Source: an optimization exercise on an open RTL-to-GDS flow (aim: small area, a short achievable clock period and few clock cycles). Production flows keep margins and buffers that such runs may drop.
For this run, only the layout was checked, not whether the RTL still works.

$ cat config.mk
export PLATFORM = sky130hd
export DESIGN_NAME = fft8_top
export DESIGN_NICKNAME = fft8_top
export VERILOG_FILES = /design/flow/design.v
export SDC_FILE = /design/flow/constraint.sdc
export NUM_CORES = 4
export LEC_CHECK = 0
export CAP_MARGIN = 20
export CORE_MARGIN = 2
export CORE_UTILIZATION = 40
export SLEW_MARGIN = 20
$ cat design.v
module rca #(parameter W = 12) (
    input  wire [W-1:0] a,
    input  wire [W-1:0] b,
    input  wire         ci,
    output wire [W-1:0] s
);
    wire [W:0] c;
    assign c[0] = ci;
    genvar i;
    generate for (i = 0; i < W; i = i + 1) begin : g
        assign s[i]   = a[i] ^ b[i] ^ c[i];
        assign c[i+1] = (a[i] & b[i]) | (c[i] & (a[i] ^ b[i]));
    end endgenerate
endmodule
module accum (
    input  wire [11:0] acc,
    input  wire        clr,
    input  wire [11:0] op,
    input  wire        neg,
    output wire [11:0] nxt
);
    rca #(12) add (.a(acc & {12{~clr}}), .b(op ^ {12{neg}}), .ci(neg), .s(nxt));
endmodule
module tw_bfly (
    input  wire signed [11:0] ur, ui, vr, vi,
    input  wire               m,
    output wire [11:0]        ar, ai, br, bi
);
    wire signed [12:0] S = vr + vi;
    wire signed [12:0] D = vi - vr;
    wire signed [20:0] P1 = S * 181;
    wire signed [20:0] P2 = D * 181;
    wire [11:0] F1 = P1[19:8];
    wire [11:0] F2 = P2[19:8];
    wire nzS = m & (|S[7:0]);
    wire nzD = m & (|D[7:0]);
    rca #(12) a0 (.a(ur), .b(F1),  .ci(nzS),  .s(ar));
    rca #(12) a1 (.a(ur), .b(~F1), .ci(~nzS), .s(br));
    rca #(12) a2 (.a(ui), .b(F2),  .ci(nzD),  .s(ai));
    rca #(12) a3 (.a(ui), .b(~F2), .ci(~nzD), .s(bi));
endmodule
module fft8_top #(
parameter N= 8,
parameter WIDTH= 12,
parameter FRACTION = 8
)(
input  wire clk,
input  wire rst,
input  wire start,
input  wire load,
input  wire [$clog2(N)-1:0] load_addr,
input  wire signed [WIDTH-1:0] data_in_re,
input  wire signed [WIDTH-1:0] data_in_im,
input  wire [$clog2(N)-1:0] out_addr,
output reg  done,
output reg  signed [WIDTH-1:0] data_out_re,
output reg  signed [WIDTH-1:0] data_out_im
);
reg fresh;    
reg ph1;      
always @(posedge clk or posedge rst) begin
    if (rst) begin
        done  <= 1'b0;
        ph1   <= 1'b0;
        fresh <= 1'b1;
    end else begin
        ph1  <= start;
        done <= ph1;
        if (start) fresh <= 1'b1;
        else if (load) fresh <= 1'b0;
    end
end
wire [2:0]  e   = load_addr;
wire        clr = load & fresh;
wire [11:0] xr  = data_in_re & {12{load}};
wire [11:0] xi  = data_in_im & {12{load}};
wire [11:0] pr  = xr, pi_ = xi;
wire [11:0] ar_ = e[2] ? xi : xr, ai_ = e[2] ? xr : xi;
wire        lo  = ~e[2], hi = e[2];
wire [11:0] br_ = e[1] ? xi : xr, bi_ = e[1] ? xr : xi;
wire [11:0] blr = br_ & {12{lo}}, bli = bi_ & {12{lo}};
wire [11:0] bhr = br_ & {12{hi}}, bhi = bi_ & {12{hi}};
wire n4    = e[2];
wire n2r   = e[2] ? e[1]  : e[1];      
wire n2i   = e[2] ? ~e[1] : e[1];
wire n6r   = e[2] ? ~e[1] : e[1];      
wire n6i   = e[2] ? e[1]  : e[1];
wire nc1r  = e[0];
wire nc1i  = e[1] ? ~e[0] : e[0];
wire nc3r  = e[1] ? ~e[0] : e[0];
wire nc3i  = e[0];
reg [11:0] q0r, q0i, q2r, q2i, q4r, q4i, q6r, q6i;
reg [11:0] uar, uai, var_, vai, ucr, uci, vcr, vci;
wire [11:0] n0r, n0i, n2r_, n2i_, n4r, n4i, n6r_, n6i_;
wire [11:0] nuar, nuai, nvar, nvai, nucr, nuci, nvcr, nvci;
accum A0r (.acc(q0r), .clr(clr), .op(pr),  .neg(1'b0), .nxt(n0r));
accum A0i (.acc(q0i), .clr(clr), .op(pi_), .neg(1'b0), .nxt(n0i));
accum A4r (.acc(q4r), .clr(clr), .op(pr),  .neg(n4),   .nxt(n4r));
accum A4i (.acc(q4i), .clr(clr), .op(pi_), .neg(n4),   .nxt(n4i));
accum A2r (.acc(q2r), .clr(clr), .op(ar_), .neg(n2r),  .nxt(n2r_));
accum A2i (.acc(q2i), .clr(clr), .op(ai_), .neg(n2i),  .nxt(n2i_));
accum A6r (.acc(q6r), .clr(clr), .op(ar_), .neg(n6r),  .nxt(n6r_));
accum A6i (.acc(q6i), .clr(clr), .op(ai_), .neg(n6i),  .nxt(n6i_));
accum Aur (.acc(uar), .clr(clr), .op(blr), .neg(nc1r), .nxt(nuar));
accum Aui (.acc(uai), .clr(clr), .op(bli), .neg(nc1i), .nxt(nuai));
accum Avr (.acc(var_),.clr(clr), .op(bhr), .neg(nc1r), .nxt(nvar));
accum Avi (.acc(vai), .clr(clr), .op(bhi), .neg(nc1i), .nxt(nvai));
accum Acr (.acc(ucr), .clr(clr), .op(blr), .neg(nc3r), .nxt(nucr));
accum Aci (.acc(uci), .clr(clr), .op(bli), .neg(nc3i), .nxt(nuci));
accum Adr (.acc(vcr), .clr(clr), .op(bhr), .neg(nc3r), .nxt(nvcr));
accum Adi (.acc(vci), .clr(clr), .op(bhi), .neg(nc3i), .nxt(nvci));
wire [11:0] tar, tai, tbr, tbi;
tw_bfly tw (.ur(uar), .ui(uai), .vr(var_), .vi(vai), .m(ph1),
            .ar(tar), .ai(tai), .br(tbr), .bi(tbi));
always @(posedge clk) begin
    q0r <= n0r;  q0i <= n0i;
    q2r <= n2r_; q2i <= n2i_;
    q4r <= n4r;  q4i <= n4i;
    q6r <= n6r_; q6i <= n6i_;
    if (start) begin
        ucr <= tar;  uci <= tai;
        vcr <= tbr;  vci <= tbi;
        uar <= uci;  uai <= ucr;
        var_ <= vci; vai <= vcr;
    end else if (ph1) begin
        uar <= tbi;  uai <= tbr;
        var_ <= tai; vai <= tar;
        ucr <= nucr; uci <= nuci;
        vcr <= nvcr; vci <= nvci;
    end else begin
        uar <= nuar; uai <= nuai;
        var_ <= nvar; vai <= nvai;
        ucr <= nucr; uci <= nuci;
        vcr <= nvcr; vci <= nvci;
    end
end
always @(*) begin
    case (out_addr)
        3'd0: begin data_out_re = q0r;  data_out_im = q0i; end
        3'd1: begin data_out_re = ucr;  data_out_im = uci; end
        3'd2: begin data_out_re = q2r;  data_out_im = q2i; end
        3'd3: begin data_out_re = uar;  data_out_im = uai; end
        3'd4: begin data_out_re = q4r;  data_out_im = q4i; end
        3'd5: begin data_out_re = vcr;  data_out_im = vci; end
        3'd6: begin data_out_re = q6r;  data_out_im = q6i; end
        default: begin data_out_re = var_; data_out_im = vai; end
    endcase
end
endmodule
$ cat constraint.sdc
create_clock -name core_clock -period 15.0 [get_ports {clk}]
set_input_delay 3.0000 -clock core_clock [delete_from_list [all_inputs] [get_ports {clk}]]
set_output_delay 3.0000 -clock core_clock [all_outputs]
set_load 0.01 [all_outputs]
$ cat run.sh
#!/bin/bash
# synth_recipe.tcl (not shown) runs the flow's synth.tcl, then flattens the netlist and writes it again
# the make line also repeats each setting of config.mk as NAME=value (left out here)
make -C /OpenROAD-flow-scripts/flow DESIGN_CONFIG=/design/flow/config.mk WORK_HOME=/design/flow/orfs CLKGATE_MAP_FILE= SYNTH_SCRIPT=/design/flow/synth_recipe.tcl finish
==> qor.csv <==
stage;metric;value;unit
setup_path;critical_path.endpoint_type;flop;
route;routedWlPerCell;20.1;um
global_routing;antenna_found_initial;0;
route;via_count;15400;
min_path;hold_path_depth;2;
logic_synthesis;postSynth.topFlopCell;sky130_fd_sc_hd__dfxtp_1;
min_path;min-delay-path-class;flop to flop;
cts;postCtsSetupBuffers;0;
placed_design;dpl.cell_count;2884;
route;drt.antenna.violating_nets;0;
placed_design;finalWeightedCongestion;0.903;
global_routing;grt_use_total;0.226;
timing;report.final.slew_viol_count;0;
logic_synthesis;syn-mean-instance-area;9.14;um2
setup_path;reg2reg_depth;38;
cts;count_of_h_tree_levels_built_during_cts;4;
logic_synthesis;mappedNetlistNets;2696;
floorplan;dieWidth;231;um
floorplan;floorplan.rows;83;
placed_design;port_buffers;58;
logic_synthesis;ys_seq_area_frac;0.191;
route;drcViolationCount;0;
floorplan;boundaryPins;59;
timing;whs;0.500;ns
route;avgViaCountPerCell;5.26;
min_path;hold-path-endpoint;var_[7]$_DFF_P_;
floorplan;design.core.area;0.0511;mm2
setup_path;cp_data_arrival_time;10.92;ns
setup_path;slowest_stage;sky130_fd_sc_hd__fa_1;
cts;clk_pin_slew_worst_paths;0.08;ns
setup_path;timing.rr.end;uai[10]$_DFF_P_;
setup_path;setup.worst_path.start_class;flop;
logic_synthesis;yosys_warnings;1;
cells_and_area;nNetsFinal;2667;
setup_path;crit_path_top_cell_by_count;sky130_fd_sc_hd__fa_1;
logic_synthesis;proportion_of_synthesized_flip_flops_having_asynchronous_set_or_reset;0.0154;
cts;clockBufferDepth;2;
cts;ctsResizeCount;0;
global_routing;vias_in_the_first_global_route;15700;
timing;final-hold-violation-count;0;
cells_and_area;finish.cell_count_without_fillers;2917;
logic_synthesis;synth_enable_flop_cells;0;
global_routing;globalRouteOverflowTotal;0;
cells_and_area;syn2layout_area_growth;8.24;%
setup_path;crit_path_max_fanout;7;
timing;timing.final.crit_share;0.702;
setup_path;timing.critical_path.buf_inv;7;
timing;layout_min_cycle_time;10.54;ns
job;drv.max_cap_violation_count;0;
timing;final-setup-viol-count;0;
cells_and_area;leading_cell_type_in_the_layout_fill_and_taps_excluded;sky130_fd_sc_hd__nand2_1;
logic_synthesis;ys_seq_elements;195;
setup_path;critical-path-top-delay-family;adder cells;
global_routing;grt_max_degree;101;
timing;fmax;0.0949;GHz
timing;maxSlewHeadroom;0.273;
timing;worst-slew-pin-transition;1.09;ns
global_routing;first_pass_grt_wire_length;91700;um
placed_design;place_hpwl;46600;um
logic_synthesis;syn-cell-area;0.0206;mm2
cts;tritoncts_clock_tree;yes;
setup_path;reg2reg_setup_slack;4.46;ns
route;drt-total-wl;58700;um
logic_synthesis;synthDistinctLibCells;68;
route;dr.pass1.iters;7;
cells_and_area;drive_gt1_frac;0.0600;
logic_synthesis;postSynthCellCount;2252;
cells_and_area;layout.cells.most_common_list;sky130_fd_sc_hd__nand2_1 (291), sky130_fd_sc_hd__fa_1 (272), sky130_fd_sc_hd__inv_1 (255);
floorplan;die-area;0.0533;mm2
timing;final.setup.tns;0;ns
floorplan;die_height;231;um
setup_path;timing.critical_path.slowest_cell_delay;0.51;ns
setup_path;timing_worst_setup_path_type;flop to flop;
cts;clk-insertion-delay-late;0.47;ns
cts;cts.hold.buffers_added;0;
run_status;run_status;complete, no violations;
cts;tritoncts.num_buffers;17;
timing;final.setup_skew;0.0164;ns
setup_path;crit_required;15.38;ns
cts;cts_num_sinks;195;
cts;root_buffer;sky130_fd_sc_hd__clkbuf_16;
route;drtIter0Drc;1500;
timing;rsz_0062_raised_after_global_routing;false;
floorplan;initial_core_util;0.403;
setup_path;r2r_start;var_[2]$_DFF_P_;
min_path;min-delay-start;vci[7]$_DFF_P_;
sequential cells by signal (all words and copies together) (netlist names), 12 cells and up:
register and flops:
q6r 12, q2i 12, vai 12, var_ 12, q4r 12, q4i 12
ucr 12, uar 12, vci 12, uai 12, q6i 12, q2r 12
vcr 12, q0r 12, uci 12, q0i 12
synth_stat cells, types with 3 or more instances:
cell type / n / area share
sky130_fd_sc_hd__nand3_1: 16 / 0.0039
sky130_fd_sc_hd__o31a_1: 6 / 0.0026
sky130_fd_sc_hd__fa_1: 272 / 0.26
sky130_fd_sc_hd__a221oi_1: 15 / 0.0064
sky130_fd_sc_hd__ha_1: 138 / 0.084
sky130_fd_sc_hd__and3_1: 4 / 0.0012
sky130_fd_sc_hd__a211oi_1: 5 / 0.0018
sky130_fd_sc_hd__o21bai_1: 3 / 0.0011
sky130_fd_sc_hd__a22oi_1: 14 / 0.0051
sky130_fd_sc_hd__or2_2: 3 / 0.00091
sky130_fd_sc_hd__nand2b_1: 30 / 0.0091
sky130_fd_sc_hd__and2_1: 32 / 0.0097
sky130_fd_sc_hd__nor2b_1: 11 / 0.0033
sky130_fd_sc_hd__a21oi_1: 110 / 0.027
sky130_fd_sc_hd__mux4_2: 7 / 0.0077
sky130_fd_sc_hd__o22a_1: 11 / 0.0047
sky130_fd_sc_hd__o21a_1: 12 / 0.0044
sky130_fd_sc_hd__o22ai_1: 5 / 0.0015
sky130_fd_sc_hd__mux2_2: 53 / 0.029
sky130_fd_sc_hd__a31oi_1: 25 / 0.0076
sky130_fd_sc_hd__xnor2_1: 195 / 0.083
sky130_fd_sc_hd__buf_1: 25 / 0.0046
sky130_fd_sc_hd__mux2i_1: 53 / 0.026
sky130_fd_sc_hd__dfxtp_1: 192 / 0.19
sky130_fd_sc_hd__nand2_1: 292 / 0.053
sky130_fd_sc_hd__nor3_1: 10 / 0.0024
sky130_fd_sc_hd__nor2_1: 121 / 0.022
sky130_fd_sc_hd__buf_2: 8 / 0.0019
sky130_fd_sc_hd__inv_1: 255 / 0.047
sky130_fd_sc_hd__o21ai_0: 113 / 0.027
sky130_fd_sc_hd__a21o_1: 9 / 0.0033
sky130_fd_sc_hd__xor2_1: 53 / 0.023
sky130_fd_sc_hd__clkbuf_1: 90 / 0.016
sky130_fd_sc_hd__nand4_1: 4 / 0.0012
sky130_fd_sc_hd__o31ai_1: 6 / 0.0022
sky130_fd_sc_hd__o211ai_1: 3 / 0.0011
sky130_fd_sc_hd__or3_1: 6 / 0.0018
sky130_fd_sc_hd__o21ai_1: 6 / 0.0015
final cells by class:
cell class | count | area, um2
antenna | 2 | 5.00
multi-input combinational | 1677 | 15200
inverter | 257 | 965
timing repair buffer | 75 | 677
clock buffer | 21 | 460
sequential | 195 | 3920
fill | 5028 | 28800
tap | 680 | 851
clock inverter | 10 | 158
stage by stage:
step | util | area (um2) | setup WS [ns]
final | 0.436 | 22300 | 4.46
after global routing | 0.436 | 22300 | 3.94
after CTS | 0.436 | 22300 | 4.35
after detailed placement | 0.424 | 21600 | 4.35
after global placement | 0.424 | 21600 | 4.44
after floorplan | - | 20600 | 5.49
layer usage:
metal	global-route usage	vias to the layer above	wire [um]
li1	-	7193	-
met1	0.329	7614	27000
met2	0.358	494	27000
met3	0.0263	51	3670
met4	0.0552	0	1090
met5	0	-	0
worst register-to-register path: cells and delay by family, from the launching register on:
family                   cells  cell delay, ns
flip-flops                   1            0.39
multiplexers                 1            0.25
AND/OR/NAND/NOR              6            0.81
AO/OA/AOI/OAI                6            1.21
buffers and inverters        7            0.57
XOR/XNOR                     1            0.50
adder cells (fa/ha/maj)     17            6.73
kinds of logic (layout without fill, tap and decap cells):
logic type | Yosys count | after routing | share of synthesized area
and+or+nand+nor | 541 | 541 | 0.114
buffers and inverters | 380 | 363 | 0.0698
adders and majority gates | 410 | 410 | 0.349
AOI/OAI and AO/OA | 364 | 364 | 0.108
muxes | 113 | 113 | 0.0625
other | 0 | 2 | 0
DFF | 195 | 195 | 0.191
xor gates and xnor gates | 249 | 249 | 0.106
worst max-delay path by stage:
stage | from | endpoint | slack [ns] | cells past startpoint
6_report | var_[2]$_DFF_P_ | uai[10]$_DFF_P_ | 4.46 | 38
5_1_grt | var_[0]$_DFF_P_ | uai[10]$_DFF_P_ | 3.94 | 38
4_1_cts | var_[0]$_DFF_P_ | uai[10]$_DFF_P_ | 4.35 | 38
3_5_place_dp | var_[0]$_DFF_P_ | uai[10]$_DFF_P_ | 4.35 | 38
3_3_place_gp | load_addr[1] | uar[11]$_DFF_P_ | 4.44 | 23
2_1_floorplan | var_[0]$_DFF_P_ | uar[10]$_DFF_P_ | 5.49 | 35

## separate check: timing with driven ports
How much do the figures lean on ideal ports? The routed layout below was timed once more, with nothing changed but the port constraints. Step 1 (the two cells are an assumption about what drives the block):
set clk [get_ports {clk}]
set_driving_cell -lib_cell sky130_fd_sc_hd__clkbuf_16 $clk
set_driving_cell -lib_cell sky130_fd_sc_hd__buf_2 [delete_from_list [all_inputs] $clk]
Step 2 moves the port delays by t, midway between the first and last clock arrival at a register: inputs arrive t later, outputs are due t later. That takes back most of the time a late clock gives input paths. Three values: ideal, step 1, step 2; two values: the first two.
t, ns: 0.514
slack for setup (ns): 4.465 / 4.465 / 4.391
worst hold slack (ns): 0.500 / 0.500 / 0.500
worst setup path after step 2: input to register
After both steps setup and hold are still met in this run. The setup slack of this run moves by 0.000 ns with the drivers and by -0.074 ns with both steps.
